Background: an optimization exercise with open tools, aiming at small area, a short achievable clock period and few clock cycles per item. Do not read the settings as production practice. Function was not checked in any run shown here: the RTL went through the layout flow alone.

==> flow/design.v, too long to show whole: its modules and the start of the top module <==
// module M1: 428 lines
module M1 (
  input logic Clock,
  input logic Resetn,
  input logic Start,
  output logic Stop,
  output logic[17:0]   SRAM_address,
  output logic[15:0]   SRAM_write_data,
  output logic         SRAM_we_n,
  input logic[15:0]    SRAM_read_data
);
  // ...
==> flow/flow/run.sh <==
#!/bin/bash
# Standard synthesis and layout, with faster port buffers (buf_4) and the
# extra ORFS settings listed in flow/make.env (one NAME=value per line).
# Logs go to this folder.
set -uo pipefail
here=$(pwd)
args=()
while IFS= read -r line; do [ -n "$line" ] && args+=("$line"); done < flow/make.env
bash standard.sh synth > "$here/synth.log" 2>&1 || exit 1
bash standard.sh finish "BUFFER_PORTS_ARGS=-buffer_cell sky130_fd_sc_hd__buf_4" \
  "${args[@]}" > "$here/layout.log" 2>&1 || exit 1
==> flow/flow/make.env <==
CTS_CLUSTER_SIZE=25
CTS_CLUSTER_DIAMETER=100
==> flow/standard.sh <==
#!/bin/bash
# synth_recipe.tcl (not shown) runs the flow's synth.tcl, then flattens the netlist and writes it again
# the make line also repeats each setting of config.mk as NAME=value (left out here)
make -C /OpenROAD-flow-scripts/flow DESIGN_CONFIG=/design/flow/config.mk WORK_HOME=/design/flow/orfs CLKGATE_MAP_FILE= SYNTH_SCRIPT=/design/flow/synth_recipe.tcl "${@:-finish}"
==> flow/config.mk <==
export PLATFORM = sky130hd
export DESIGN_NAME = M1
export DESIGN_NICKNAME = M1
export VERILOG_FILES = /design/flow/design.v
export SDC_FILE = /design/flow/constraint.sdc
export NUM_CORES = 4
export LEC_CHECK = 0
export CAP_MARGIN = 20
export CORE_MARGIN = 2
export CORE_UTILIZATION = 40
export SLEW_MARGIN = 20
==> flow/constraint.sdc <==
create_clock -name core_clock -period 24.0 [get_ports {Clock}]
set_input_delay 4.8000 -clock core_clock [delete_from_list [all_inputs] [get_ports {Clock}]]
set_output_delay 4.8000 -clock core_clock [all_outputs]
set_load 0.01 [all_outputs]
==> reports/qor.csv, run 1 <==
stage,metric,value,unit
finish,seq_cell_count,313,
outcome,outcome,"complete, no violations",
detailed_routing,viasPerCell,5.01,
setup_path,worstPathArrival,1080,ps
finish,clock_area_frac,0.0230,
floorplanning,taps,672,
setup_path,r2r-end,cx[3],
timing,finalCritPeriodShare,0.245,
finish,fin_util,0.439,
cts,post_cts_buffers,0,
detailed_routing,wl_met1,20200,um
finish,seqCellArea,7980,um^2
finish,layout-drive-gt1-share,0.0770,
setup_path,crit_buf_inv,1,
worst_hold_path,hold_depth,0,
cts,cts_tree,built,
global_route,grt-busiest-layer,met2,
cts,cts_resized,0,
setup_path,cp-end-kind,output port,
yosys,synth_compound_area_frac,0.0860,
detailed_routing,drtIter0Drc,825,
detailed_routing,routed.top_layer,met4,
setup_path,startpoint,Stop,
detailed_routing,firstDrtPassIters,5,
floorplanning,io_pins,55,
placed_design,io_buffers,54,
setup_path,required,19200,ps
setup_path,r2r_setup_slack,18350,ps
setup_path,critPathTopFamily,flip-flops,
setup_path,crit_path_end,Stop,
yosys,synth.avg_cell_area,11.2,um^2
yosys,yosysWarningCount,3,
finish,buffer_area_frac,0.0210,
global_route,grtUsageTotal,0.173,
cts,clkSlewWorstSetupHoldPaths,100,ps
yosys,synth_top_family_by_area,adder cells,
cts,cts_root_buf,clkbuf_16,
timing,hold_ws,406,ps
==> module M1, before the edit <==
module M1 (
  input logic Clock,
  input logic Resetn,
  input logic Start,
  output logic Stop,
  output logic[17:0]   SRAM_address,
  output logic[15:0]   SRAM_write_data,
  output logic         SRAM_we_n,
  input logic[15:0]    SRAM_read_data
);
localparam logic [17:0] U_START   = 18'd38400;
localparam logic [17:0] V_START   = 18'd57600;
localparam logic [17:0] RGB_START = 18'd146944;
logic        act;
logic [9:0]  ph;       
logic [16:0] ya;       
logic [17:0] wa;       
logic [6:0]  col;      
logic        wen;
logic [7:0]  cw [0:15];
logic [15:0] yw;              
logic i_3, m0, m78, m79;
always_comb begin
  i_3 = ph[4] | ph[5];        
  m0  = (col == 7'd0);
  m78 = (col == 7'd78);
  m79 = (col == 7'd79);
end
logic [7:0] t [0:5];
logic [7:0] s0, s1, s2, s3, s4, s5;
always_comb begin
  for (int k = 0; k < 6; k++) t[k] = cw[2*k];
  s1 = (m0 & ~i_3) ? t[2] : t[1];
  s0 = m0 ? s1 : t[0];
  s2 = t[2];
  s3 = (m79 & i_3) ? t[2] : t[3];
  s4 = m79 ? s3 : t[4];
  s5 = m79 ? s3 : (m78 & i_3) ? t[4] : t[5];
end
logic [8:0] ia, ib, ic;       
function automatic logic [8:0] add8(input logic [7:0] x, input logic [7:0] y);
  logic c;
  c = 1'b0;
  for (int i = 0; i < 8; i++) begin
    add8[i] = x[i] ^ y[i] ^ c;
    c = (x[i] & y[i]) | (x[i] & c) | (y[i] & c);
  end
  add8[8] = c;
endfunction
always_ff @(posedge Clock) begin
  ia <= add8(s0, s5);
  ib <= add8(s1, s4);
  ic <= add8(s2, s3);
end
wire [16:0] isum;
wire [8:0]  ichr = isum[16:8];
wire ti_w1 = ia[7] ^ ia[5]; wire ti_w2 = ia[7] & ia[5];
wire ti_w3 = ia[8] ^ ia[6]; wire ti_w4 = ia[8] & ia[6];
wire ti_w5 = ia[4] ^ ia[2]; wire ti_w6 = ia[4] & ia[2];
wire ti_w7 = ia[5] ^ ia[3] ^ ia[1]; wire ti_w8 = (ia[5] & ia[3]) | (ia[1] & (ia[5] ^ ia[3]));
wire ti_w9 = ~ib[3] ^ ~ib[1] ^ ~ib[0]; wire ti_w10 = (~ib[3] & ~ib[1]) | (~ib[0] & (~ib[3] ^ ~ib[1]));
wire ti_w11 = ia[6] ^ ia[4] ^ ia[2]; wire ti_w12 = (ia[6] & ia[4]) | (ia[2] & (ia[6] ^ ia[4]));
wire ti_w13 = ~ib[4] ^ ~ib[2] ^ ~ib[1]; wire ti_w14 = (~ib[4] & ~ib[2]) | (~ib[1] & (~ib[4] ^ ~ib[2]));
wire ti_w15 = ia[3] ^ ~ib[5] ^ ~ib[3]; wire ti_w16 = (ia[3] & ~ib[5]) | (~ib[3] & (ia[3] ^ ~ib[5]));
wire ti_w17 = ~ib[2] ^ ~ic[7] ^ ic[2]; wire ti_w18 = (~ib[2] & ~ic[7]) | (ic[2] & (~ib[2] ^ ~ic[7]));
wire ti_w19 = ic[0] ^ ti_w1; wire ti_w20 = ic[0] & ti_w1;
wire ti_w21 = ia[4] ^ ~ib[6] ^ ~ib[4]; wire ti_w22 = (ia[4] & ~ib[6]) | (~ib[4] & (ia[4] ^ ~ib[6]));
wire ti_w23 = ~ib[3] ^ ~ic[8] ^ ic[3]; wire ti_w24 = (~ib[3] & ~ic[8]) | (ic[3] & (~ib[3] ^ ~ic[8]));
wire ti_w25 = ic[1] ^ ti_w2 ^ ti_w3; wire ti_w26 = (ic[1] & ti_w2) | (ti_w3 & (ic[1] ^ ti_w2));
wire ti_w27 = ia[7] ^ ia[5] ^ ~ib[7]; wire ti_w28 = (ia[7] & ia[5]) | (~ib[7] & (ia[7] ^ ia[5]));
wire ti_w29 = ~ib[5] ^ ~ib[4] ^ ic[4]; wire ti_w30 = (~ib[5] & ~ib[4]) | (ic[4] & (~ib[5] ^ ~ib[4]));
wire ti_w31 = ~(ic[2] ^ ti_w4); wire ti_w32 = (ic[2]) | (ti_w4);
wire ti_w33 = ia[8] ^ ia[6] ^ ~ib[8]; wire ti_w34 = (ia[8] & ia[6]) | (~ib[8] & (ia[8] ^ ia[6]));
wire ti_w35 = ~ib[6] ^ ~ib[5] ^ ic[5]; wire ti_w36 = (~ib[6] & ~ib[5]) | (ic[5] & (~ib[6] ^ ~ib[5]));
wire ti_w37 = ~(ic[3]); wire ti_w38 = ic[3];
wire ti_w39 = ia[7] ^ ~ib[7] ^ ~ib[6]; wire ti_w40 = (ia[7] & ~ib[7]) | (~ib[6] & (ia[7] ^ ~ib[7]));
wire ti_w41 = ia[8] ^ ~ib[8]; wire ti_w42 = ia[8] & ~ib[8];
wire ti_w43 = ia[2] ^ ia[0]; wire ti_w44 = ia[2] & ia[0];
wire ti_w45 = ia[3] ^ ia[1]; wire ti_w46 = ia[3] & ia[1];
wire ti_w47 = ia[0] ^ ~ib[2] ^ ~ib[0]; wire ti_w48 = (ia[0] & ~ib[2]) | (~ib[0] & (ia[0] ^ ~ib[2]));
wire ti_w49 = ~ic[4] ^ ti_w5; wire ti_w50 = ~ic[4] & ti_w5;
wire ti_w51 = ~ic[5] ^ ic[0] ^ ti_w6; wire ti_w52 = (~ic[5] & ic[0]) | (ti_w6 & (~ic[5] ^ ic[0]));
wire ti_w53 = ~(ti_w7 ^ ti_w9); wire ti_w54 = (ti_w7) | (ti_w9);
wire ti_w55 = ~ic[6] ^ ic[1] ^ ti_w8; wire ti_w56 = (~ic[6] & ic[1]) | (ti_w8 & (~ic[6] ^ ic[1]));
wire ti_w57 = ti_w10 ^ ti_w11 ^ ti_w13; wire ti_w58 = (ti_w10 & ti_w11) | (ti_w13 & (ti_w10 ^ ti_w11));
wire ti_w59 = ti_w12 ^ ti_w14 ^ ti_w15; wire ti_w60 = (ti_w12 & ti_w14) | (ti_w15 & (ti_w12 ^ ti_w14));
wire ti_w61 = ~(ti_w17 ^ ti_w19); wire ti_w62 = (ti_w17) | (ti_w19);
wire ti_w63 = ti_w16 ^ ti_w18 ^ ti_w20; wire ti_w64 = (ti_w16 & ti_w18) | (ti_w20 & (ti_w16 ^ ti_w18));
wire ti_w65 = ti_w21 ^ ti_w23 ^ ti_w25; wire ti_w66 = (ti_w21 & ti_w23) | (ti_w25 & (ti_w21 ^ ti_w23));
wire ti_w67 = ti_w22 ^ ti_w24 ^ ti_w26; wire ti_w68 = (ti_w22 & ti_w24) | (ti_w26 & (ti_w22 ^ ti_w24));
wire ti_w69 = ti_w27 ^ ti_w29 ^ ti_w31; wire ti_w70 = (ti_w27 & ti_w29) | (ti_w31 & (ti_w27 ^ ti_w29));
wire ti_w71 = ti_w28 ^ ti_w30 ^ ti_w32; wire ti_w72 = (ti_w28 & ti_w30) | (ti_w32 & (ti_w28 ^ ti_w30));
wire ti_w73 = ti_w33 ^ ti_w35 ^ ti_w37; wire ti_w74 = (ti_w33 & ti_w35) | (ti_w37 & (ti_w33 ^ ti_w35));
wire ti_w75 = ic[6] ^ ic[4] ^ ti_w34; wire ti_w76 = (ic[6] & ic[4]) | (ti_w34 & (ic[6] ^ ic[4]));
wire ti_w77 = ti_w36 ^ ti_w38 ^ ti_w39; wire ti_w78 = (ti_w36 & ti_w38) | (ti_w39 & (ti_w36 ^ ti_w38));
wire ti_w79 = ~ib[7] ^ ic[7] ^ ic[5]; wire ti_w80 = (~ib[7] & ic[7]) | (ic[5] & (~ib[7] ^ ic[7]));
wire ti_w81 = ~(ti_w40 ^ ti_w41); wire ti_w82 = (ti_w40) | (ti_w41);
wire ti_w83 = ~ib[8] ^ ic[8] ^ ic[6]; wire ti_w84 = (~ib[8] & ic[8]) | (ic[6] & (~ib[8] ^ ic[8]));
wire ti_w85 = ~ib[0] ^ ~ic[2]; wire ti_w86 = ~ib[0] & ~ic[2];
wire ti_w87 = ~ib[1] ^ ~ic[3] ^ ti_w44; wire ti_w88 = (~ib[1] & ~ic[3]) | (ti_w44 & (~ib[1] ^ ~ic[3]));
wire ti_w89 = ti_w46 ^ ti_w47 ^ ti_w49; wire ti_w90 = (ti_w46 & ti_w47) | (ti_w49 & (ti_w46 ^ ti_w47));
wire ti_w91 = ti_w48 ^ ti_w50 ^ ti_w51; wire ti_w92 = (ti_w48 & ti_w50) | (ti_w51 & (ti_w48 ^ ti_w50));
wire ti_w93 = ti_w52 ^ ti_w54 ^ ti_w55; wire ti_w94 = (ti_w52 & ti_w54) | (ti_w55 & (ti_w52 ^ ti_w54));
wire ti_w95 = ti_w56 ^ ti_w58 ^ ti_w59; wire ti_w96 = (ti_w56 & ti_w58) | (ti_w59 & (ti_w56 ^ ti_w58));
wire ti_w97 = ti_w60 ^ ti_w62 ^ ti_w63; wire ti_w98 = (ti_w60 & ti_w62) | (ti_w63 & (ti_w60 ^ ti_w62));
wire ti_w99 = ti_w64 ^ ti_w66 ^ ti_w67; wire ti_w100 = (ti_w64 & ti_w66) | (ti_w67 & (ti_w64 ^ ti_w66));
wire ti_w101 = ti_w68 ^ ti_w70 ^ ti_w71; wire ti_w102 = (ti_w68 & ti_w70) | (ti_w71 & (ti_w68 ^ ti_w70));
wire ti_w103 = ti_w72 ^ ti_w74 ^ ti_w75; wire ti_w104 = (ti_w72 & ti_w74) | (ti_w75 & (ti_w72 ^ ti_w74));
wire ti_w105 = ti_w76 ^ ti_w78 ^ ti_w79; wire ti_w106 = (ti_w76 & ti_w78) | (ti_w79 & (ti_w76 ^ ti_w78));
wire ti_w107 = ti_w42 ^ ti_w80 ^ ti_w82; wire ti_w108 = (ti_w42 & ti_w80) | (ti_w82 & (ti_w42 ^ ti_w80));
wire ti_w109 = ia[0] ^ ~ic[0]; wire ti_w110 = ia[0] & ~ic[0];
wire ti_w111 = ia[1] ^ ~ic[1]; wire ti_w112 = ia[1] & ~ic[1];
wire ti_w113 = ~(ti_w43 ^ ti_w85); wire ti_w114 = (ti_w43) | (ti_w85);
wire ti_w115 = ti_w45 ^ ti_w86 ^ ti_w87; wire ti_w116 = (ti_w45 & ti_w86) | (ti_w87 & (ti_w45 ^ ti_w86));
wire ti_w117 = ~(ti_w88 ^ ti_w89); wire ti_w118 = (ti_w88) | (ti_w89);
wire ti_w119 = ti_w53 ^ ti_w90 ^ ti_w91; wire ti_w120 = (ti_w53 & ti_w90) | (ti_w91 & (ti_w53 ^ ti_w90));
wire ti_w121 = ti_w57 ^ ti_w92 ^ ti_w93; wire ti_w122 = (ti_w57 & ti_w92) | (ti_w93 & (ti_w57 ^ ti_w92));
wire ti_w123 = ti_w61 ^ ti_w94 ^ ti_w95; wire ti_w124 = (ti_w61 & ti_w94) | (ti_w95 & (ti_w61 ^ ti_w94));
wire ti_w125 = ti_w65 ^ ti_w96 ^ ti_w97; wire ti_w126 = (ti_w65 & ti_w96) | (ti_w97 & (ti_w65 ^ ti_w96));
wire ti_w127 = ti_w69 ^ ti_w98 ^ ti_w99; wire ti_w128 = (ti_w69 & ti_w98) | (ti_w99 & (ti_w69 ^ ti_w98));
wire ti_w129 = ti_w73 ^ ti_w100 ^ ti_w101; wire ti_w130 = (ti_w73 & ti_w100) | (ti_w101 & (ti_w73 ^ ti_w100));
wire ti_w131 = ti_w77 ^ ti_w102 ^ ti_w103; wire ti_w132 = (ti_w77 & ti_w102) | (ti_w103 & (ti_w77 ^ ti_w102));
wire ti_w133 = ti_w81 ^ ti_w104 ^ ti_w105; wire ti_w134 = (ti_w81 & ti_w104) | (ti_w105 & (ti_w81 ^ ti_w104));
wire ti_w135 = ti_w83 ^ ti_w106 ^ ti_w107; wire ti_w136 = (ti_w83 & ti_w106) | (ti_w107 & (ti_w83 ^ ti_w106));
wire ti_w137 = ic[7] ^ ti_w84 ^ ti_w108; wire ti_w138 = (ic[7] & ti_w84) | (ti_w108 & (ic[7] ^ ti_w84));
wire [16:0] ti_ra = {1'b0, ic[8], ti_w136, ti_w134, ti_w132, ti_w130, ti_w128, ti_w126, ti_w124, ti_w122, ti_w120, ti_w118, ti_w116, ti_w114, ti_w112, ti_w110, 1'b1};
wire [16:0] ti_rb = {1'b0, ti_w138, ti_w137, ti_w135, ti_w133, ti_w131, ti_w129, ti_w127, ti_w125, ti_w123, ti_w121, ti_w119, ti_w117, ti_w115, ti_w113, ti_w111, ti_w109};
assign isum = ti_ra + ti_rb;
logic [7:0] ey;
logic [8:0] eu, ev, ex;       
logic       mb;               
logic [8:0] u_even, v_even;
always_comb begin
  u_even = {cw[4][7], ~cw[4][7], cw[4][6:0]};
  v_even = {cw[5][7], ~cw[5][7], cw[5][6:0]};
end
always_ff @(posedge Clock) begin
  ey <= ({8{ph[0]}} & SRAM_read_data[15:8])
      | ({8{ph[1] | ph[4] | ph[5]}} & yw[15:8])
      | ({8{ph[2] | ph[3] | ph[6] | ph[7]}} & yw[7:0]);
  if (ph[0] | ph[4]) eu <= u_even;
  else if (ph[1] | ph[5]) eu <= ichr;
  if (ph[0] | ph[4]) ev <= v_even;
  else if (ph[2] | ph[6]) ev <= ichr;
  if (ph[0] | ph[4]) ex <= v_even;
  else if (ph[2] | ph[6]) ex <= ichr;
  else ex <= eu;
  mb <= ph[1] | ph[3] | ph[5] | ph[7];
end
wire [26:0] sX, sG;
wire tx_w1 = ~ey[6] ^ ex[8]; wire tx_w2 = ~ey[6] & ex[8];
wire tx_w3 = ~ey[7] ^ ey[0]; wire tx_w4 = ~ey[7] & ey[0];
wire tx_w5 = ey[2] ^ ey[0]; wire tx_w6 = ey[2] & ey[0];
wire tx_w7 = ey[3] ^ ey[1]; wire tx_w8 = ey[3] & ey[1];
wire tx_w9 = ey[4] ^ ey[2]; wire tx_w10 = ey[4] & ey[2];
wire tx_w11 = ey[5] ^ ey[3] ^ ey[1]; wire tx_w12 = (ey[5] & ey[3]) | (ey[1] & (ey[5] ^ ey[3]));
wire tx_w13 = ey[6] ^ ey[4] ^ ey[2]; wire tx_w14 = (ey[6] & ey[4]) | (ey[2] & (ey[6] ^ ey[4]));
wire tx_w15 = ex[8] ^ (mb ? ex[5] : ex[4]); wire tx_w16 = ex[8] & (mb ? ex[5] : ex[4]);
wire tx_w17 = ey[7] ^ ey[5] ^ ey[3]; wire tx_w18 = (ey[7] & ey[5]) | (ey[3] & (ey[7] ^ ey[5]));
wire tx_w19 = ey[0] ^ (mb ? ex[6] : ex[5]) ^ (~mb & ex[0]); wire tx_w20 = (ey[0] & (mb ? ex[6] : ex[5])) | ((~mb & ex[0]) & (ey[0] ^ (mb ? ex[6] : ex[5])));
wire tx_w21 = ey[6] ^ ey[4] ^ ey[1]; wire tx_w22 = (ey[6] & ey[4]) | (ey[1] & (ey[6] ^ ey[4]));
wire tx_w23 = (mb ? ex[7] : ex[6]) ^ (mb ? ex[0] : ex[1]); wire tx_w24 = (mb ? ex[7] : ex[6]) & (mb ? ex[0] : ex[1]);
wire tx_w25 = ey[7] ^ ey[5] ^ ey[2]; wire tx_w26 = (ey[7] & ey[5]) | (ey[2] & (ey[7] ^ ey[5]));
wire tx_w27 = ~mb ^ (mb ? ex[8] : ex[7]) ^ (mb ? ex[1] : ex[2]); wire tx_w28 = (~mb & (mb ? ex[8] : ex[7])) | ((mb ? ex[1] : ex[2]) & (~mb ^ (mb ? ex[8] : ex[7])));
wire tx_w29 = ey[6] ^ ey[3] ^ mb; wire tx_w30 = (ey[6] & ey[3]) | (mb & (ey[6] ^ ey[3]));
wire tx_w31 = (~mb & ex[8]) ^ (mb ? ex[2] : ex[3]); wire tx_w32 = (~mb & ex[8]) & (mb ? ex[2] : ex[3]);
wire tx_w33 = ey[7] ^ ey[4] ^ ~mb; wire tx_w34 = (ey[7] & ey[4]) | (~mb & (ey[7] ^ ey[4]));
wire tx_w35 = ~ey[2] ^ ex[4]; wire tx_w36 = ~ey[2] & ex[4];
wire tx_w37 = ~ey[3] ^ ex[5] ^ ex[4]; wire tx_w38 = (~ey[3] & ex[5]) | (ex[4] & (~ey[3] ^ ex[5]));
wire tx_w39 = ~ey[4] ^ ex[6] ^ ex[5]; wire tx_w40 = (~ey[4] & ex[6]) | (ex[5] & (~ey[4] ^ ex[6]));
wire tx_w41 = ex[2] ^ (mb & ex[3]); wire tx_w42 = ex[2] & (mb & ex[3]);
wire tx_w43 = ~ey[5] ^ ex[7] ^ ex[6]; wire tx_w44 = (~ey[5] & ex[7]) | (ex[6] & (~ey[5] ^ ex[7]));
wire tx_w45 = ex[3] ^ ex[0] ^ (mb & ex[4]); wire tx_w46 = (ex[3] & ex[0]) | ((mb & ex[4]) & (ex[3] ^ ex[0]));
wire tx_w47 = ex[7] ^ ex[4] ^ ex[1]; wire tx_w48 = (ex[7] & ex[4]) | (ex[1] & (ex[7] ^ ex[4]));
wire tx_w49 = ~((mb & ex[5]) ^ tx_w1); wire tx_w50 = ((mb & ex[5])) | (tx_w1);
wire tx_w51 = ex[8] ^ ex[5] ^ ex[2]; wire tx_w52 = (ex[8] & ex[5]) | (ex[2] & (ex[8] ^ ex[5]));
wire tx_w53 = (mb & ex[6]) ^ tx_w2 ^ tx_w3; wire tx_w54 = ((mb & ex[6]) & tx_w2) | (tx_w3 & ((mb & ex[6]) ^ tx_w2));
wire tx_w55 = ey[1] ^ ex[6] ^ ex[3]; wire tx_w56 = (ey[1] & ex[6]) | (ex[3] & (ey[1] ^ ex[6]));
wire tx_w57 = (mb & ex[0]) ^ (mb & ex[7]) ^ tx_w4; wire tx_w58 = ((mb & ex[0]) & (mb & ex[7])) | (tx_w4 & ((mb & ex[0]) ^ (mb & ex[7])));
wire tx_w59 = ex[7] ^ ex[4] ^ ~mb; wire tx_w60 = (ex[7] & ex[4]) | (~mb & (ex[7] ^ ex[4]));
wire tx_w61 = (mb ? ex[1] : ex[0]) ^ (mb & ex[8]) ^ tx_w5; wire tx_w62 = ((mb ? ex[1] : ex[0]) & (mb & ex[8])) | (tx_w5 & ((mb ? ex[1] : ex[0]) ^ (mb & ex[8])));
wire tx_w63 = ex[8] ^ ex[5] ^ (mb ? ex[2] : ex[1]); wire tx_w64 = (ex[8] & ex[5]) | ((mb ? ex[2] : ex[1]) & (ex[8] ^ ex[5]));
wire tx_w65 = (~mb & ex[0]) ^ tx_w6 ^ tx_w7; wire tx_w66 = ((~mb & ex[0]) & tx_w6) | (tx_w7 & ((~mb & ex[0]) ^ tx_w6));
wire tx_w67 = ey[0] ^ ex[6] ^ (mb ? ex[3] : ex[2]); wire tx_w68 = (ey[0] & ex[6]) | ((mb ? ex[3] : ex[2]) & (ey[0] ^ ex[6]));
wire tx_w69 = (~mb & ex[1]) ^ tx_w8 ^ tx_w9; wire tx_w70 = ((~mb & ex[1]) & tx_w8) | (tx_w9 & ((~mb & ex[1]) ^ tx_w8));
wire tx_w71 = ex[7] ^ (mb ? ex[4] : ex[3]) ^ (~mb & ex[2]); wire tx_w72 = (ex[7] & (mb ? ex[4] : ex[3])) | ((~mb & ex[2]) & (ex[7] ^ (mb ? ex[4] : ex[3])));
wire tx_w73 = ~(tx_w10 ^ tx_w11); wire tx_w74 = (tx_w10) | (tx_w11);
wire tx_w75 = (~mb & ex[3]) ^ (~mb & ex[0]) ^ tx_w12; wire tx_w76 = ((~mb & ex[3]) & (~mb & ex[0])) | (tx_w12 & ((~mb & ex[3]) ^ (~mb & ex[0])));
wire tx_w77 = ~(tx_w13 ^ tx_w15); wire tx_w78 = (tx_w13) | (tx_w15);
wire tx_w79 = (~mb & ex[4]) ^ (~mb & ex[1]) ^ tx_w14; wire tx_w80 = ((~mb & ex[4]) & (~mb & ex[1])) | (tx_w14 & ((~mb & ex[4]) ^ (~mb & ex[1])));
wire tx_w81 = tx_w16 ^ tx_w17 ^ tx_w19; wire tx_w82 = (tx_w16 & tx_w17) | (tx_w19 & (tx_w16 ^ tx_w17));
wire tx_w83 = (~mb & ex[5]) ^ (~mb & ex[2]) ^ tx_w18; wire tx_w84 = ((~mb & ex[5]) & (~mb & ex[2])) | (tx_w18 & ((~mb & ex[5]) ^ (~mb & ex[2])));
wire tx_w85 = tx_w20 ^ tx_w21 ^ tx_w23; wire tx_w86 = (tx_w20 & tx_w21) | (tx_w23 & (tx_w20 ^ tx_w21));
wire tx_w87 = (~mb & ex[6]) ^ (~mb & ex[3]) ^ tx_w22; wire tx_w88 = ((~mb & ex[6]) & (~mb & ex[3])) | (tx_w22 & ((~mb & ex[6]) ^ (~mb & ex[3])));
wire tx_w89 = tx_w24 ^ tx_w25 ^ tx_w27; wire tx_w90 = (tx_w24 & tx_w25) | (tx_w27 & (tx_w24 ^ tx_w25));
wire tx_w91 = (~mb & ex[7]) ^ (~mb & ex[4]) ^ tx_w26; wire tx_w92 = ((~mb & ex[7]) & (~mb & ex[4])) | (tx_w26 & ((~mb & ex[7]) ^ (~mb & ex[4])));
wire tx_w93 = tx_w28 ^ tx_w29 ^ tx_w31; wire tx_w94 = (tx_w28 & tx_w29) | (tx_w31 & (tx_w28 ^ tx_w29));
wire tx_w95 = (mb ? ex[3] : ex[4]) ^ (~mb & ex[8]) ^ (~mb & ex[5]); wire tx_w96 = ((mb ? ex[3] : ex[4]) & (~mb & ex[8])) | ((~mb & ex[5]) & ((mb ? ex[3] : ex[4]) ^ (~mb & ex[8])));
wire tx_w97 = tx_w30 ^ tx_w32 ^ tx_w33; wire tx_w98 = (tx_w30 & tx_w32) | (tx_w33 & (tx_w30 ^ tx_w32));
wire tx_w99 = ey[5] ^ mb ^ (mb ? ex[4] : ex[5]); wire tx_w100 = (ey[5] & mb) | ((mb ? ex[4] : ex[5]) & (ey[5] ^ mb));
wire tx_w101 = (~mb & ex[6]) ^ tx_w34; wire tx_w102 = (~mb & ex[6]) & tx_w34;
wire tx_w103 = ey[6] ^ (mb ? ex[5] : ex[6]) ^ (~mb & ex[7]); wire tx_w104 = (ey[6] & (mb ? ex[5] : ex[6])) | ((~mb & ex[7]) & (ey[6] ^ (mb ? ex[5] : ex[6])));
wire tx_w105 = ey[7] ^ mb; wire tx_w106 = ey[7] & mb;
wire tx_w107 = ~ey[0] ^ ex[2]; wire tx_w108 = ~ey[0] & ex[2];
wire tx_w109 = ~ey[1] ^ ex[3] ^ ex[2]; wire tx_w110 = (~ey[1] & ex[3]) | (ex[2] & (~ey[1] ^ ex[3]));
wire tx_w111 = ex[3] ^ ex[0] ^ (mb & ex[1]); wire tx_w112 = (ex[3] & ex[0]) | ((mb & ex[1]) & (ex[3] ^ ex[0]));
wire tx_w113 = ex[1] ^ (mb & ex[2]) ^ tx_w36; wire tx_w114 = (ex[1] & (mb & ex[2])) | (tx_w36 & (ex[1] ^ (mb & ex[2])));
wire tx_w115 = tx_w38 ^ tx_w39 ^ tx_w41; wire tx_w116 = (tx_w38 & tx_w39) | (tx_w41 & (tx_w38 ^ tx_w39));
wire tx_w117 = tx_w40 ^ tx_w42 ^ tx_w43; wire tx_w118 = (tx_w40 & tx_w42) | (tx_w43 & (tx_w40 ^ tx_w42));
wire tx_w119 = tx_w44 ^ tx_w46 ^ tx_w47; wire tx_w120 = (tx_w44 & tx_w46) | (tx_w47 & (tx_w44 ^ tx_w46));
wire tx_w121 = tx_w48 ^ tx_w50 ^ tx_w51; wire tx_w122 = (tx_w48 & tx_w50) | (tx_w51 & (tx_w48 ^ tx_w50));
wire tx_w123 = tx_w52 ^ tx_w54 ^ tx_w55; wire tx_w124 = (tx_w52 & tx_w54) | (tx_w55 & (tx_w52 ^ tx_w54));
wire tx_w125 = tx_w56 ^ tx_w58 ^ tx_w59; wire tx_w126 = (tx_w56 & tx_w58) | (tx_w59 & (tx_w56 ^ tx_w58));
wire tx_w127 = tx_w60 ^ tx_w62 ^ tx_w63; wire tx_w128 = (tx_w60 & tx_w62) | (tx_w63 & (tx_w60 ^ tx_w62));
wire tx_w129 = tx_w64 ^ tx_w66 ^ tx_w67; wire tx_w130 = (tx_w64 & tx_w66) | (tx_w67 & (tx_w64 ^ tx_w66));
wire tx_w131 = tx_w68 ^ tx_w70 ^ tx_w71; wire tx_w132 = (tx_w68 & tx_w70) | (tx_w71 & (tx_w68 ^ tx_w70));
wire tx_w133 = tx_w72 ^ tx_w74 ^ tx_w75; wire tx_w134 = (tx_w72 & tx_w74) | (tx_w75 & (tx_w72 ^ tx_w74));
wire tx_w135 = tx_w76 ^ tx_w78 ^ tx_w79; wire tx_w136 = (tx_w76 & tx_w78) | (tx_w79 & (tx_w76 ^ tx_w78));
wire tx_w137 = tx_w80 ^ tx_w82 ^ tx_w83; wire tx_w138 = (tx_w80 & tx_w82) | (tx_w83 & (tx_w80 ^ tx_w82));
wire tx_w139 = tx_w84 ^ tx_w86 ^ tx_w87; wire tx_w140 = (tx_w84 & tx_w86) | (tx_w87 & (tx_w84 ^ tx_w86));
wire tx_w141 = tx_w88 ^ tx_w90 ^ tx_w91; wire tx_w142 = (tx_w88 & tx_w90) | (tx_w91 & (tx_w88 ^ tx_w90));
wire tx_w143 = tx_w92 ^ tx_w94 ^ tx_w95; wire tx_w144 = (tx_w92 & tx_w94) | (tx_w95 & (tx_w92 ^ tx_w94));
wire tx_w145 = tx_w96 ^ tx_w98 ^ tx_w99; wire tx_w146 = (tx_w96 & tx_w98) | (tx_w99 & (tx_w96 ^ tx_w98));
wire tx_w147 = tx_w100 ^ tx_w102 ^ tx_w103; wire tx_w148 = (tx_w100 & tx_w102) | (tx_w103 & (tx_w100 ^ tx_w102));
wire tx_w149 = (mb ? ex[6] : ex[7]) ^ (~mb & ex[8]) ^ tx_w104; wire tx_w150 = ((mb ? ex[6] : ex[7]) & (~mb & ex[8])) | (tx_w104 & ((mb ? ex[6] : ex[7]) ^ (~mb & ex[8])));
wire tx_w151 = mb ^ (mb ? ex[7] : ex[8]); wire tx_w152 = mb & (mb ? ex[7] : ex[8]);
wire tx_w153 = ex[1] ^ tx_w107; wire tx_w154 = ex[1] & tx_w107;
wire tx_w155 = (mb & ex[0]) ^ tx_w108 ^ tx_w109; wire tx_w156 = ((mb & ex[0]) & tx_w108) | (tx_w109 & ((mb & ex[0]) ^ tx_w108));
wire tx_w157 = tx_w35 ^ tx_w110 ^ tx_w111; wire tx_w158 = (tx_w35 & tx_w110) | (tx_w111 & (tx_w35 ^ tx_w110));
wire tx_w159 = tx_w37 ^ tx_w112 ^ tx_w113; wire tx_w160 = (tx_w37 & tx_w112) | (tx_w113 & (tx_w37 ^ tx_w112));
wire tx_w161 = ~(tx_w114 ^ tx_w115); wire tx_w162 = (tx_w114) | (tx_w115);
wire tx_w163 = tx_w45 ^ tx_w116 ^ tx_w117; wire tx_w164 = (tx_w45 & tx_w116) | (tx_w117 & (tx_w45 ^ tx_w116));
wire tx_w165 = tx_w49 ^ tx_w118 ^ tx_w119; wire tx_w166 = (tx_w49 & tx_w118) | (tx_w119 & (tx_w49 ^ tx_w118));
wire tx_w167 = tx_w53 ^ tx_w120 ^ tx_w121; wire tx_w168 = (tx_w53 & tx_w120) | (tx_w121 & (tx_w53 ^ tx_w120));
wire tx_w169 = tx_w57 ^ tx_w122 ^ tx_w123; wire tx_w170 = (tx_w57 & tx_w122) | (tx_w123 & (tx_w57 ^ tx_w122));
wire tx_w171 = tx_w61 ^ tx_w124 ^ tx_w125; wire tx_w172 = (tx_w61 & tx_w124) | (tx_w125 & (tx_w61 ^ tx_w124));
wire tx_w173 = tx_w65 ^ tx_w126 ^ tx_w127; wire tx_w174 = (tx_w65 & tx_w126) | (tx_w127 & (tx_w65 ^ tx_w126));
wire tx_w175 = tx_w69 ^ tx_w128 ^ tx_w129; wire tx_w176 = (tx_w69 & tx_w128) | (tx_w129 & (tx_w69 ^ tx_w128));
wire tx_w177 = tx_w73 ^ tx_w130 ^ tx_w131; wire tx_w178 = (tx_w73 & tx_w130) | (tx_w131 & (tx_w73 ^ tx_w130));
wire tx_w179 = tx_w77 ^ tx_w132 ^ tx_w133; wire tx_w180 = (tx_w77 & tx_w132) | (tx_w133 & (tx_w77 ^ tx_w132));
wire tx_w181 = tx_w81 ^ tx_w134 ^ tx_w135; wire tx_w182 = (tx_w81 & tx_w134) | (tx_w135 & (tx_w81 ^ tx_w134));
wire tx_w183 = tx_w85 ^ tx_w136 ^ tx_w137; wire tx_w184 = (tx_w85 & tx_w136) | (tx_w137 & (tx_w85 ^ tx_w136));
wire tx_w185 = tx_w89 ^ tx_w138 ^ tx_w139; wire tx_w186 = (tx_w89 & tx_w138) | (tx_w139 & (tx_w89 ^ tx_w138));
wire tx_w187 = tx_w93 ^ tx_w140 ^ tx_w141; wire tx_w188 = (tx_w93 & tx_w140) | (tx_w141 & (tx_w93 ^ tx_w140));
wire tx_w189 = tx_w97 ^ tx_w142 ^ tx_w143; wire tx_w190 = (tx_w97 & tx_w142) | (tx_w143 & (tx_w97 ^ tx_w142));
wire tx_w191 = tx_w101 ^ tx_w144 ^ tx_w145; wire tx_w192 = (tx_w101 & tx_w144) | (tx_w145 & (tx_w101 ^ tx_w144));
wire tx_w193 = ~(tx_w146 ^ tx_w147); wire tx_w194 = (tx_w146) | (tx_w147);
wire tx_w195 = tx_w105 ^ tx_w148 ^ tx_w149; wire tx_w196 = (tx_w105 & tx_w148) | (tx_w149 & (tx_w105 ^ tx_w148));
wire tx_w197 = tx_w106 ^ tx_w150 ^ tx_w151; wire tx_w198 = (tx_w106 & tx_w150) | (tx_w151 & (tx_w106 ^ tx_w150));
wire tx_w199 = ~mb ^ (mb & ex[8]) ^ tx_w152; wire tx_w200 = (~mb & (mb & ex[8])) | (tx_w152 & (~mb ^ (mb & ex[8])));
wire [26:0] tx_ra = {1'b1, tx_w198, tx_w196, tx_w194, tx_w192, tx_w190, tx_w188, tx_w186, tx_w184, tx_w182, tx_w180, tx_w178, tx_w176, tx_w174, tx_w172, tx_w170, tx_w168, tx_w166, tx_w164, tx_w162, tx_w160, tx_w158, tx_w156, tx_w154, 1'b1, ex[1], ex[0]};
wire [26:0] tx_rb = {tx_w200, tx_w199, tx_w197, tx_w195, tx_w193, tx_w191, tx_w189, tx_w187, tx_w185, tx_w183, tx_w181, tx_w179, tx_w177, tx_w175, tx_w173, tx_w171, tx_w169, tx_w167, tx_w165, tx_w163, tx_w161, tx_w159, tx_w157, tx_w155, tx_w153, ex[0], 1'b0};
assign sX = tx_ra + tx_rb;
wire tg_w1 = ey[7] ^ ey[5]; wire tg_w2 = ey[7] & ey[5];
wire tg_w3 = ey[6] ^ ey[4] ^ ey[1]; wire tg_w4 = (ey[6] & ey[4]) | (ey[1] & (ey[6] ^ ey[4]));
wire tg_w5 = ey[7] ^ ey[5]; wire tg_w6 = ey[7] & ey[5];
wire tg_w7 = ey[3] ^ ey[1]; wire tg_w8 = ey[3] & ey[1];
wire tg_w9 = ey[4] ^ ey[2] ^ ey[0]; wire tg_w10 = (ey[4] & ey[2]) | (ey[0] & (ey[4] ^ ey[2]));
wire tg_w11 = ey[5] ^ ey[3] ^ ey[1]; wire tg_w12 = (ey[5] & ey[3]) | (ey[1] & (ey[5] ^ ey[3]));
wire tg_w13 = ~eu[4] ^ ~eu[1] ^ ~eu[0]; wire tg_w14 = (~eu[4] & ~eu[1]) | (~eu[0] & (~eu[4] ^ ~eu[1]));
wire tg_w15 = ey[6] ^ ey[4] ^ ey[2]; wire tg_w16 = (ey[6] & ey[4]) | (ey[2] & (ey[6] ^ ey[4]));
wire tg_w17 = ~eu[5] ^ ~eu[2] ^ ~eu[1]; wire tg_w18 = (~eu[5] & ~eu[2]) | (~eu[1] & (~eu[5] ^ ~eu[2]));
wire tg_w19 = ~ev[3] ^ ~ev[1]; wire tg_w20 = ~ev[3] & ~ev[1];
wire tg_w21 = ey[3] ^ ey[0] ^ ~eu[6]; wire tg_w22 = (ey[3] & ey[0]) | (~eu[6] & (ey[3] ^ ey[0]));
wire tg_w23 = ~eu[3] ^ ~eu[2] ^ ~ev[4]; wire tg_w24 = (~eu[3] & ~eu[2]) | (~ev[4] & (~eu[3] ^ ~eu[2]));
wire tg_w25 = ~ev[2] ^ ~ev[1] ^ tg_w1; wire tg_w26 = (~ev[2] & ~ev[1]) | (tg_w1 & (~ev[2] ^ ~ev[1]));
wire tg_w27 = ~eu[7] ^ ~eu[4] ^ ~eu[3]; wire tg_w28 = (~eu[7] & ~eu[4]) | (~eu[3] & (~eu[7] ^ ~eu[4]));
wire tg_w29 = ~ev[5] ^ ~ev[3] ^ ~ev[2]; wire tg_w30 = (~ev[5] & ~ev[3]) | (~ev[2] & (~ev[5] ^ ~ev[3]));
wire tg_w31 = ~(tg_w2 ^ tg_w3); wire tg_w32 = (tg_w2) | (tg_w3);
wire tg_w33 = ey[2] ^ ~eu[8] ^ ~eu[5]; wire tg_w34 = (ey[2] & ~eu[8]) | (~eu[5] & (ey[2] ^ ~eu[8]));
wire tg_w35 = ~eu[4] ^ ~ev[6] ^ ~ev[4]; wire tg_w36 = (~eu[4] & ~ev[6]) | (~ev[4] & (~eu[4] ^ ~ev[6]));
wire tg_w37 = ~ev[3] ^ tg_w4 ^ tg_w5; wire tg_w38 = (~ev[3] & tg_w4) | (tg_w5 & (~ev[3] ^ tg_w4));
wire tg_w39 = ey[6] ^ ey[3] ^ ~eu[6]; wire tg_w40 = (ey[6] & ey[3]) | (~eu[6] & (ey[6] ^ ey[3]));
wire tg_w41 = ~eu[5] ^ ~ev[7] ^ ~ev[5]; wire tg_w42 = (~eu[5] & ~ev[7]) | (~ev[5] & (~eu[5] ^ ~ev[7]));
wire tg_w43 = ~(~ev[4] ^ tg_w6); wire tg_w44 = (~ev[4]) | (tg_w6);
wire tg_w45 = ey[7] ^ ey[4] ^ ~eu[7]; wire tg_w46 = (ey[7] & ey[4]) | (~eu[7] & (ey[7] ^ ey[4]));
wire tg_w47 = ~eu[6] ^ ~ev[8] ^ ~ev[6]; wire tg_w48 = (~eu[6] & ~ev[8]) | (~ev[6] & (~eu[6] ^ ~ev[8]));
wire tg_w49 = ~(~ev[5]); wire tg_w50 = ~ev[5];
wire tg_w51 = ey[5] ^ ~eu[8] ^ ~eu[7]; wire tg_w52 = (ey[5] & ~eu[8]) | (~eu[7] & (ey[5] ^ ~eu[8]));
wire tg_w53 = ~ev[7] ^ ~ev[6]; wire tg_w54 = ~ev[7] & ~ev[6];
wire tg_w55 = ~ey[2] ^ ~eu[1]; wire tg_w56 = ~ey[2] & ~eu[1];
wire tg_w57 = ~ey[3] ^ ~eu[2] ^ ~eu[1]; wire tg_w58 = (~ey[3] & ~eu[2]) | (~eu[1] & (~ey[3] ^ ~eu[2]));
wire tg_w59 = ~ev[5] ^ ~ev[0]; wire tg_w60 = ~ev[5] & ~ev[0];
wire tg_w61 = ~ey[4] ^ ~eu[3] ^ ~eu[2]; wire tg_w62 = (~ey[4] & ~eu[3]) | (~eu[2] & (~ey[4] ^ ~eu[3]));
wire tg_w63 = ~(~ev[6] ^ ~ev[1]); wire tg_w64 = (~ev[6]) | (~ev[1]);
wire tg_w65 = ~ey[5] ^ ~eu[4] ^ ~eu[3]; wire tg_w66 = (~ey[5] & ~eu[4]) | (~eu[3] & (~ey[5] ^ ~eu[4]));
wire tg_w67 = ~ev[7] ^ ~ev[2]; wire tg_w68 = ~ev[7] & ~ev[2];
wire tg_w69 = ~ey[6] ^ ~eu[5] ^ ~eu[4]; wire tg_w70 = (~ey[6] & ~eu[5]) | (~eu[4] & (~ey[6] ^ ~eu[5]));
wire tg_w71 = ~(~ev[8] ^ ~ev[3]); wire tg_w72 = (~ev[8]) | (~ev[3]);
wire tg_w73 = ~ey[7] ^ ey[0] ^ ~eu[6]; wire tg_w74 = (~ey[7] & ey[0]) | (~eu[6] & (~ey[7] ^ ey[0]));
wire tg_w75 = ~(~eu[5] ^ ~ev[4]); wire tg_w76 = (~eu[5]) | (~ev[4]);
wire tg_w77 = ey[1] ^ ~eu[7] ^ ~eu[6]; wire tg_w78 = (ey[1] & ~eu[7]) | (~eu[6] & (ey[1] ^ ~eu[7]));
wire tg_w79 = ~(~eu[0] ^ ~ev[5]); wire tg_w80 = (~eu[0]) | (~ev[5]);
wire tg_w81 = ey[2] ^ ey[0] ^ ~eu[8]; wire tg_w82 = (ey[2] & ey[0]) | (~eu[8] & (ey[2] ^ ey[0]));
wire tg_w83 = ~eu[7] ^ ~eu[1] ^ ~ev[6]; wire tg_w84 = (~eu[7] & ~eu[1]) | (~ev[6] & (~eu[7] ^ ~eu[1]));
wire tg_w85 = ~eu[8] ^ ~eu[2] ^ ~ev[7]; wire tg_w86 = (~eu[8] & ~eu[2]) | (~ev[7] & (~eu[8] ^ ~eu[2]));
wire tg_w87 = ~(~ev[0] ^ tg_w7); wire tg_w88 = (~ev[0]) | (tg_w7);
wire tg_w89 = ~eu[3] ^ ~eu[0] ^ ~ev[8]; wire tg_w90 = (~eu[3] & ~eu[0]) | (~ev[8] & (~eu[3] ^ ~eu[0]));
wire tg_w91 = ~ev[1] ^ tg_w8 ^ tg_w9; wire tg_w92 = (~ev[1] & tg_w8) | (tg_w9 & (~ev[1] ^ tg_w8));
wire tg_w93 = ~ev[2] ^ ~ev[0] ^ tg_w10; wire tg_w94 = (~ev[2] & ~ev[0]) | (tg_w10 & (~ev[2] ^ ~ev[0]));
wire tg_w95 = ~(tg_w11 ^ tg_w13); wire tg_w96 = (tg_w11) | (tg_w13);
wire tg_w97 = ~ev[0] ^ tg_w12 ^ tg_w14; wire tg_w98 = (~ev[0] & tg_w12) | (tg_w14 & (~ev[0] ^ tg_w12));
wire tg_w99 = tg_w15 ^ tg_w17 ^ tg_w19; wire tg_w100 = (tg_w15 & tg_w17) | (tg_w19 & (tg_w15 ^ tg_w17));
wire tg_w101 = tg_w16 ^ tg_w18 ^ tg_w20; wire tg_w102 = (tg_w16 & tg_w18) | (tg_w20 & (tg_w16 ^ tg_w18));
wire tg_w103 = tg_w21 ^ tg_w23 ^ tg_w25; wire tg_w104 = (tg_w21 & tg_w23) | (tg_w25 & (tg_w21 ^ tg_w23));
wire tg_w105 = tg_w22 ^ tg_w24 ^ tg_w26; wire tg_w106 = (tg_w22 & tg_w24) | (tg_w26 & (tg_w22 ^ tg_w24));
wire tg_w107 = tg_w27 ^ tg_w29 ^ tg_w31; wire tg_w108 = (tg_w27 & tg_w29) | (tg_w31 & (tg_w27 ^ tg_w29));
wire tg_w109 = tg_w28 ^ tg_w30 ^ tg_w32; wire tg_w110 = (tg_w28 & tg_w30) | (tg_w32 & (tg_w28 ^ tg_w30));
wire tg_w111 = tg_w33 ^ tg_w35 ^ tg_w37; wire tg_w112 = (tg_w33 & tg_w35) | (tg_w37 & (tg_w33 ^ tg_w35));
wire tg_w113 = tg_w34 ^ tg_w36 ^ tg_w38; wire tg_w114 = (tg_w34 & tg_w36) | (tg_w38 & (tg_w34 ^ tg_w36));
wire tg_w115 = tg_w39 ^ tg_w41 ^ tg_w43; wire tg_w116 = (tg_w39 & tg_w41) | (tg_w43 & (tg_w39 ^ tg_w41));
wire tg_w117 = tg_w40 ^ tg_w42 ^ tg_w44; wire tg_w118 = (tg_w40 & tg_w42) | (tg_w44 & (tg_w40 ^ tg_w42));
wire tg_w119 = tg_w45 ^ tg_w47 ^ tg_w49; wire tg_w120 = (tg_w45 & tg_w47) | (tg_w49 & (tg_w45 ^ tg_w47));
wire tg_w121 = tg_w46 ^ tg_w48 ^ tg_w50; wire tg_w122 = (tg_w46 & tg_w48) | (tg_w50 & (tg_w46 ^ tg_w48));
wire tg_w123 = ~(tg_w51 ^ tg_w53); wire tg_w124 = (tg_w51) | (tg_w53);
wire tg_w125 = ey[6] ^ ~eu[8] ^ ~ev[8]; wire tg_w126 = (ey[6] & ~eu[8]) | (~ev[8] & (ey[6] ^ ~eu[8]));
wire tg_w127 = ~ev[7] ^ tg_w52 ^ tg_w54; wire tg_w128 = (~ev[7] & tg_w52) | (tg_w54 & (~ev[7] ^ tg_w52));
wire tg_w129 = ey[7] ^ ~ev[8]; wire tg_w130 = ey[7] & ~ev[8];
wire tg_w131 = ~ey[1] ^ ~eu[0]; wire tg_w132 = ~ey[1] & ~eu[0];
wire tg_w133 = ~eu[0] ^ ~ev[4] ^ tg_w55; wire tg_w134 = (~eu[0] & ~ev[4]) | (tg_w55 & (~eu[0] ^ ~ev[4]));
wire tg_w135 = tg_w56 ^ tg_w57 ^ tg_w59; wire tg_w136 = (tg_w56 & tg_w57) | (tg_w59 & (tg_w56 ^ tg_w57));
wire tg_w137 = tg_w58 ^ tg_w60 ^ tg_w61; wire tg_w138 = (tg_w58 & tg_w60) | (tg_w61 & (tg_w58 ^ tg_w60));
wire tg_w139 = tg_w62 ^ tg_w64 ^ tg_w65; wire tg_w140 = (tg_w62 & tg_w64) | (tg_w65 & (tg_w62 ^ tg_w64));
wire tg_w141 = tg_w66 ^ tg_w68 ^ tg_w69; wire tg_w142 = (tg_w66 & tg_w68) | (tg_w69 & (tg_w66 ^ tg_w68));
wire tg_w143 = tg_w70 ^ tg_w72 ^ tg_w73; wire tg_w144 = (tg_w70 & tg_w72) | (tg_w73 & (tg_w70 ^ tg_w72));
wire tg_w145 = tg_w74 ^ tg_w76 ^ tg_w77; wire tg_w146 = (tg_w74 & tg_w76) | (tg_w77 & (tg_w74 ^ tg_w76));
wire tg_w147 = tg_w78 ^ tg_w80 ^ tg_w81; wire tg_w148 = (tg_w78 & tg_w80) | (tg_w81 & (tg_w78 ^ tg_w80));
wire tg_w149 = tg_w82 ^ tg_w84 ^ tg_w85; wire tg_w150 = (tg_w82 & tg_w84) | (tg_w85 & (tg_w82 ^ tg_w84));
wire tg_w151 = tg_w86 ^ tg_w88 ^ tg_w89; wire tg_w152 = (tg_w86 & tg_w88) | (tg_w89 & (tg_w86 ^ tg_w88));
wire tg_w153 = tg_w90 ^ tg_w92 ^ tg_w93; wire tg_w154 = (tg_w90 & tg_w92) | (tg_w93 & (tg_w90 ^ tg_w92));
wire tg_w155 = tg_w94 ^ tg_w96 ^ tg_w97; wire tg_w156 = (tg_w94 & tg_w96) | (tg_w97 & (tg_w94 ^ tg_w96));
wire tg_w157 = tg_w98 ^ tg_w100 ^ tg_w101; wire tg_w158 = (tg_w98 & tg_w100) | (tg_w101 & (tg_w98 ^ tg_w100));
wire tg_w159 = tg_w102 ^ tg_w104 ^ tg_w105; wire tg_w160 = (tg_w102 & tg_w104) | (tg_w105 & (tg_w102 ^ tg_w104));
wire tg_w161 = tg_w106 ^ tg_w108 ^ tg_w109; wire tg_w162 = (tg_w106 & tg_w108) | (tg_w109 & (tg_w106 ^ tg_w108));
wire tg_w163 = tg_w110 ^ tg_w112 ^ tg_w113; wire tg_w164 = (tg_w110 & tg_w112) | (tg_w113 & (tg_w110 ^ tg_w112));
wire tg_w165 = tg_w114 ^ tg_w116 ^ tg_w117; wire tg_w166 = (tg_w114 & tg_w116) | (tg_w117 & (tg_w114 ^ tg_w116));
wire tg_w167 = tg_w118 ^ tg_w120 ^ tg_w121; wire tg_w168 = (tg_w118 & tg_w120) | (tg_w121 & (tg_w118 ^ tg_w120));
wire tg_w169 = tg_w122 ^ tg_w124 ^ tg_w125; wire tg_w170 = (tg_w122 & tg_w124) | (tg_w125 & (tg_w122 ^ tg_w124));
wire tg_w171 = tg_w126 ^ tg_w128 ^ tg_w129; wire tg_w172 = (tg_w126 & tg_w128) | (tg_w129 & (tg_w126 ^ tg_w128));
wire tg_w173 = ~ey[0] ^ ~ev[2]; wire tg_w174 = ~ey[0] & ~ev[2];
wire tg_w175 = ~(~ev[3] ^ tg_w131); wire tg_w176 = (~ev[3]) | (tg_w131);
wire tg_w177 = ~(tg_w132 ^ tg_w133); wire tg_w178 = (tg_w132) | (tg_w133);
wire tg_w179 = ~(tg_w134 ^ tg_w135); wire tg_w180 = (tg_w134) | (tg_w135);
wire tg_w181 = tg_w63 ^ tg_w136 ^ tg_w137; wire tg_w182 = (tg_w63 & tg_w136) | (tg_w137 & (tg_w63 ^ tg_w136));
wire tg_w183 = tg_w67 ^ tg_w138 ^ tg_w139; wire tg_w184 = (tg_w67 & tg_w138) | (tg_w139 & (tg_w67 ^ tg_w138));
wire tg_w185 = tg_w71 ^ tg_w140 ^ tg_w141; wire tg_w186 = (tg_w71 & tg_w140) | (tg_w141 & (tg_w71 ^ tg_w140));
wire tg_w187 = tg_w75 ^ tg_w142 ^ tg_w143; wire tg_w188 = (tg_w75 & tg_w142) | (tg_w143 & (tg_w75 ^ tg_w142));
wire tg_w189 = tg_w79 ^ tg_w144 ^ tg_w145; wire tg_w190 = (tg_w79 & tg_w144) | (tg_w145 & (tg_w79 ^ tg_w144));
wire tg_w191 = tg_w83 ^ tg_w146 ^ tg_w147; wire tg_w192 = (tg_w83 & tg_w146) | (tg_w147 & (tg_w83 ^ tg_w146));
wire tg_w193 = tg_w87 ^ tg_w148 ^ tg_w149; wire tg_w194 = (tg_w87 & tg_w148) | (tg_w149 & (tg_w87 ^ tg_w148));
wire tg_w195 = tg_w91 ^ tg_w150 ^ tg_w151; wire tg_w196 = (tg_w91 & tg_w150) | (tg_w151 & (tg_w91 ^ tg_w150));
wire tg_w197 = tg_w95 ^ tg_w152 ^ tg_w153; wire tg_w198 = (tg_w95 & tg_w152) | (tg_w153 & (tg_w95 ^ tg_w152));
wire tg_w199 = tg_w99 ^ tg_w154 ^ tg_w155; wire tg_w200 = (tg_w99 & tg_w154) | (tg_w155 & (tg_w99 ^ tg_w154));
wire tg_w201 = tg_w103 ^ tg_w156 ^ tg_w157; wire tg_w202 = (tg_w103 & tg_w156) | (tg_w157 & (tg_w103 ^ tg_w156));
wire tg_w203 = tg_w107 ^ tg_w158 ^ tg_w159; wire tg_w204 = (tg_w107 & tg_w158) | (tg_w159 & (tg_w107 ^ tg_w158));
wire tg_w205 = tg_w111 ^ tg_w160 ^ tg_w161; wire tg_w206 = (tg_w111 & tg_w160) | (tg_w161 & (tg_w111 ^ tg_w160));
wire tg_w207 = tg_w115 ^ tg_w162 ^ tg_w163; wire tg_w208 = (tg_w115 & tg_w162) | (tg_w163 & (tg_w115 ^ tg_w162));
wire tg_w209 = tg_w119 ^ tg_w164 ^ tg_w165; wire tg_w210 = (tg_w119 & tg_w164) | (tg_w165 & (tg_w119 ^ tg_w164));
wire tg_w211 = tg_w123 ^ tg_w166 ^ tg_w167; wire tg_w212 = (tg_w123 & tg_w166) | (tg_w167 & (tg_w123 ^ tg_w166));
wire tg_w213 = tg_w127 ^ tg_w168 ^ tg_w169; wire tg_w214 = (tg_w127 & tg_w168) | (tg_w169 & (tg_w127 ^ tg_w168));
wire tg_w215 = ~(tg_w170 ^ tg_w171); wire tg_w216 = (tg_w170) | (tg_w171);
wire tg_w217 = tg_w130 ^ tg_w172; wire tg_w218 = tg_w130 & tg_w172;
wire [26:0] tg_ra = {1'b1, 1'b1, tg_w216, tg_w214, tg_w212, tg_w210, tg_w208, tg_w206, tg_w204, tg_w202, tg_w200, tg_w198, tg_w196, tg_w194, tg_w192, tg_w190, tg_w188, tg_w186, tg_w184, tg_w182, tg_w180, tg_w178, tg_w176, tg_w174, 1'b1, ~ev[1], ~ev[0]};
wire [26:0] tg_rb = {1'b0, tg_w218, tg_w217, tg_w215, tg_w213, tg_w211, tg_w209, tg_w207, tg_w205, tg_w203, tg_w201, tg_w199, tg_w197, tg_w195, tg_w193, tg_w191, tg_w189, tg_w187, tg_w185, tg_w183, tg_w181, tg_w179, tg_w177, tg_w175, tg_w173, 1'b0, 1'b1};
assign sG = tg_ra + tg_rb;
logic [7:0] cx, cg;           
function automatic logic [7:0] clip(input logic [10:0] x);
  if (x[10]) clip = 8'd0;
  else if (x[9:8] != 2'b00) clip = 8'd255;
  else clip = x[7:0];
endfunction
logic wr_next;     
always_comb wr_next = wen & (ph[2] | ph[4] | ph[5] | ph[6] | ph[8] | ph[9]);
logic we;          
assign SRAM_we_n = ~we;
logic fin;         
always_ff @(posedge Clock or negedge Resetn) begin
  if (~Resetn) begin
    act <= 1'b0;
    fin <= 1'b0;
    Stop <= 1'b0;
    we <= 1'b0;
  end else begin
    we <= 1'b0;
    Stop <= fin;
    if (!act) begin
      if (Start && !fin) act <= 1'b1;
    end else if (wr_next) begin
      we <= 1'b1;
      if (wa == 18'h3FFFF) begin
        fin <= 1'b1;
        Stop <= 1'b1;
        act <= 1'b0;
      end
    end
  end
end
always_ff @(posedge Clock) begin
  if (!act) begin
    ph <= 10'b00_0000_0100;
    ya <= -17'sd4;
    wa <= RGB_START;
    col <= 7'd77;
    wen <= 1'b0;
    SRAM_address <= U_START;
  end else begin
    ph <= {ph[8:0], ph[9]};
    if (ph[1]) SRAM_address <= U_START + 18'd2 + {{2{ya[16]}}, ya[16:1]};
    if (ph[3]) SRAM_address <= V_START + 18'd2 + {{2{ya[16]}}, ya[16:1]};
    if (ph[0] | ph[7]) begin SRAM_address <= {2'd0, ya[15:0]}; ya <= ya + 17'd1; end
    if (wr_next) begin SRAM_address <= wa; wa <= wa + 18'd1; end
    if (ph[1] && ya == 17'd2) wen <= 1'b1;
    if (ph[6]) col <= (col == 7'd79) ? 7'd0 : col + 7'd1;
  end
end
always_ff @(posedge Clock) begin
  if (ph[0] | ph[3]) yw <= SRAM_read_data;
  if (ph[0] | ph[1] | ph[4] | ph[6]) begin
    for (int k = 0; k < 15; k++) cw[k] <= cw[k+1];
    cw[13] <= (ph[4] | ph[6]) ? SRAM_read_data[15:8] : cw[14];
    cw[15] <= SRAM_read_data[7:0];
  end
  cx <= clip(sX[26:16]);
  cg <= clip(sG[26:16]);
  if (!(ph[4] | ph[8])) SRAM_write_data[15:8] <= (ph[5] | ph[9]) ? cg : cx;
  SRAM_write_data[7:0] <= (ph[2] | ph[6]) ? cg : cx;
end
endmodule
==> run 2, diff against run 1 <==
--- a/flow/design.v
+++ b/flow/design.v
@@ -393,3 +393,2 @@
         fin <= 1'b1;
-        Stop <= 1'b1;
         act <= 1'b0;
==> run 2 against run 1 <==
  * Still clean
  * Die area down 0.73%
  * Clock skew grew 7.9 ps
  * Synthesized area fell by 0.75%
  * Worst setup slack better by 5.0 ps
  * Count of clock-buffer cells in the layout unchanged
  * Hold slack improved by 11 ps
  * Cell area is 0.78% lower
  * Critical path depth is the same
  * Via count increased by 0.95%
  * Critical path type unchanged
  * Critical endpoint is now SRAM_write_data[11]
  * Largest cell class unchanged
==> reports/qor.csv, run 2 <==
stage,metric,value,unit,change
outcome,outcome,"complete, no violations",,unchanged
yosys,synth_most_common_cell,inv_1,,unchanged
yosys,synth_ff_type,edfxtp_1,,unchanged
setup_path,path_cells,buf_4,,unchanged
finish,reg.largest.list,"cw: 128 flops, SRAM_address: 18 flops, wa: 18 flops",,unchanged
setup_path,r2r-end,cx[5],,was cx[3]
finish,multi_input_area,10800,um^2,was 11000 um^2
yosys,synth_seq_cells,314,,was 313
timing,hold_violations,0,,unchanged
finish,top_register,cw,,unchanged
worst_hold_path,holdPathEnd,cw[10][5],,was cw[10][4]
global_route,antenna_found_initial,1,,was 0
finish,layout-drive-gt1-share,0.0723,,was 0.0770
detailed_routing,via_count,12839,,was 12718
setup_path,r2r_setup_slack,18200,ps,was 18350 ps
timing,fin_tns_setup,0,ps,unchanged
setup_path,crit_buf_inv,1,,unchanged
cts,cts_resized,0,,unchanged
finish,n_fill_cell,4740,,was 4669
setup_path,cp-end-kind,output port,,unchanged
finish,final_common_cell,inv_1,,unchanged
detailed_routing,postRouteAntennaNets,0,,unchanged
floorplanning,initial_utilization,0.405,,was 0.407
yosys,synth_top_cell_by_area,edfxtp_1,,unchanged
cts,post_cts_buffers,0,,unchanged
yosys,yosysTopAreaCellShare,0.251,,was 0.249
yosys,ys_seq_area_frac,0.394,,was 0.390
finish,n_antenna_cell,0,,unchanged
worst_hold_path,hold_start,cw[11][5],,was cw[11][4]
setup_path,crit_type,reg2out,,unchanged
placed_design,hpwl,35700,um,was 34900 um
yosys,synth_nets,2209,,was 2212
yosys,synth.distinct_cells,69,,was 70
cts,htree_levels,1,,unchanged
cts,cts_buffer_depth,3,,unchanged
yosys,ys_async_sr_fraction,0.0127,,was 0.00958
finish,area_growth,7.95,%,was 7.99%
cts,ctsHoldBuffers,0,,unchanged
setup_path,start_kind,register,,unchanged
placed_design,dp.cells,2511,,unchanged
placed_design,io_buffers,54,,unchanged
detailed_routing,drt-total-wl,44800,um,was 44000 um
setup_path,critPathTopFamily,flip-flops,,unchanged
floorplanning,dieHeight,229,um,was 230 um
setup_path,crit_fanout,1,,was 3
floorplanning,dieArea,52700,um^2,was 53000 um^2
cts,cts_tree,built,,unchanged
global_route,grt_pass1_vias,13682,,was 13728
timing,hold_ws,417,ps,was 406 ps
global_route,overflow,0,,unchanged
timing,fmax,170,MHz,about the same
yosys,synth_area_leaders,"edfxtp_1 (25%), fa_1 (23%), dfxtp_1 (14%)",,unchanged
cts,clock_sinks,314,,was 313
detailed_routing,viasPerCell,5.05,,was 5.01
finish,largest_reg_flops,128,,unchanged
floorplanning,die_w,229,um,was 230 um
yosys,synth_edf_count,170,,unchanged
setup_path,worstPathArrival,1080,ps,about the same
timing,slew_violations,0,,unchanged
detailed_routing,drtIter0Drc,849,,was 825
cts,clkSlewWorstSetupHoldPaths,100,ps,about the same
yosys,synth_common_cells,"inv_1 (363), fa_1 (231), edfxtp_1 (170), nand2_1 (149), dfxtp_1 (140)",,"was inv_1 (356), fa_1 (231), edfxtp_1 (170), nand2_1 (149), dfxtp_1 (140)"
timing,finalCritPeriodShare,0.245,,about the same
placed_design,place_congestion,0.911,,was 0.918
setup_path,required,19200,ps,about the same
finish,final_cell_mix,"inv_1 (363), fa_1 (231), edfxtp_1 (170)",,"was inv_1 (356), fa_1 (231), edfxtp_1 (170)"
global_route,grt_pass1_wl,73300,um,was 73100 um
detailed_routing,drcViolationCount,0,,unchanged
finish,seqCellArea,8010,um^2,was 7980 um^2
setup_path,slowest_stage,edfxtp_1,,was dfrtp_1
detailed_routing,firstDrtPassIters,5,,unchanged
detailed_routing,routedWlPerCell,17.6,um,was 17.3 um
timing,period_minus_slack,5880,ps,about the same
setup_path,max_stage_delay,390,ps,was 400 ps
floorplanning,std_cell_rows,82,,unchanged
job,drv_cap,0,,unchanged
setup_path,rr_startpoint,mb,,unchanged
yosys,synth.avg_cell_area,11.2,um^2,about the same
yosys,yosysWarningCount,3,,unchanged
global_route,grt_max_degree,73,,was 76
floorplanning,core_area,50200,um^2,was 50400 um^2
timing,clock_skew,23.1,ps,was 15.2 ps
finish,finalNetCount,2246,,unchanged
yosys,syn-cell-area,20300,um^2,was 20500 um^2
cts,cts_buffers,16,,was 17
timing,tightest_slew,1010,ps,was 1050 ps
cts,clk_latency,530,ps,was 520 ps
cts,cts_root_buf,clkbuf_16,,unchanged
timing,rsz0062_at_grt,no,,unchanged
setup_path,reg2regPathDepth,16,,was 17
timing,max_slew_margin,0.326,,was 0.300
timing,setup_viol,0,,unchanged
global_route,grtUsageTotal,0.175,,was 0.173
floorplanning,io_pins,55,,unchanged
worst_hold_path,hold_depth,0,,unchanged
worst_hold_path,hp-class,reg2reg,,unchanged
finish,fin_util,0.438,,was 0.439
yosys,syn-instance-count,1821,,was 1824
finish,instances_no_fill,2540,,was 2541
## run 2: cell count changes after synthesis, sizes merged, moves of 8 or more
cell    change
nor2       +20
a211oi     +16
and2       -11
o21ai      +11
and4        -9
o21a        +9
xnor2       -9
o211ai      -8
## run 2: kinds of logic after synthesis
group / Yosys count / share of synthesized area
AOI/OAI and AO/OA: 263 / 0.0864
and+or+nand+nor: 370 / 0.0841
adders and majority gates: 369 / 0.312
muxes: 48 / 0.0258
buffers and inverters: 408 / 0.0765
xor gates and xnor gates: 49 / 0.0211
DFF: 314 / 0.394
## run 2: cell type report
class                           instances  share of cell area
Clock buffer                           26              0.0209
Clock inverter                          2             0.00114
Inverter                              364              0.0622
Multi-Input combinational cell       1099               0.491
Sequential cell                       314               0.365
Tap cell                              672              0.0383
Timing Repair Buffer                   63              0.0215
## run 2: per-stage QoR
stage          instance area (um^2)  setup WS, ps
6_report                      22000         18120
5_1_grt                       22000         17900
4_1_cts                       21900         18090
3_5_place_dp                  21500         18330
3_3_place_gp                  21500         18410
2_1_floorplan                 20300         18710
## run 2: worst max-delay path by stage
stage                         from             endpoint  slack (ps)  depth (start not counted)
4_1_cts        SRAM_write_data[11]  SRAM_write_data[11]       18090                          1
6_report       SRAM_write_data[11]  SRAM_write_data[11]       18120                          1
3_5_place_dp                    mb                cx[5]       18330                         16
5_1_grt                         mb                cx[5]       17900                         16
3_3_place_gp     SRAM_read_data[8]                ey[0]       18410                          3
2_1_floorplan    SRAM_read_data[8]            cw[13][0]       18710                          1
## run 2: routing by layer
metal,vias to the layer above,share of wire,global-route usage
met2,251,0.49,0.300
met3,55,0.044,0.0242
met5,-,0,0
li1,6057,-,-
met1,6476,0.44,0.233
met4,0,0.022,0.0436

[port drivers added, routing unchanged]
The results above use ideal ports. As a check the final layouts listed here were re-extracted and re-timed, cells and wires unchanged.
Step 1 assumes that a clkbuf_16 drives the clock port and a buf_2 every other input.
Step 2, shift: input delay + t, output delay - t, t = (earliest + latest rising clock arrival at the registers) / 2. This alone moves slack from input paths to output paths.
Slacks: ideal ports / drivers / drivers and shift; pairs: ideal ports / drivers.
run	t, ns	slack for setup (ns)	hold slack, ns	worst data-port slew with drivers (ns)	cell pins on the clock port's net
run 1	0.567	18.119 / 18.071 / 18.233	0.406 / 0.406 / 0.406	0.04	1
run 2	0.571	18.124 / 18.072 / 18.197	0.417 / 0.417 / 0.417	0.05	1
After both steps setup and hold are still met in every run listed.
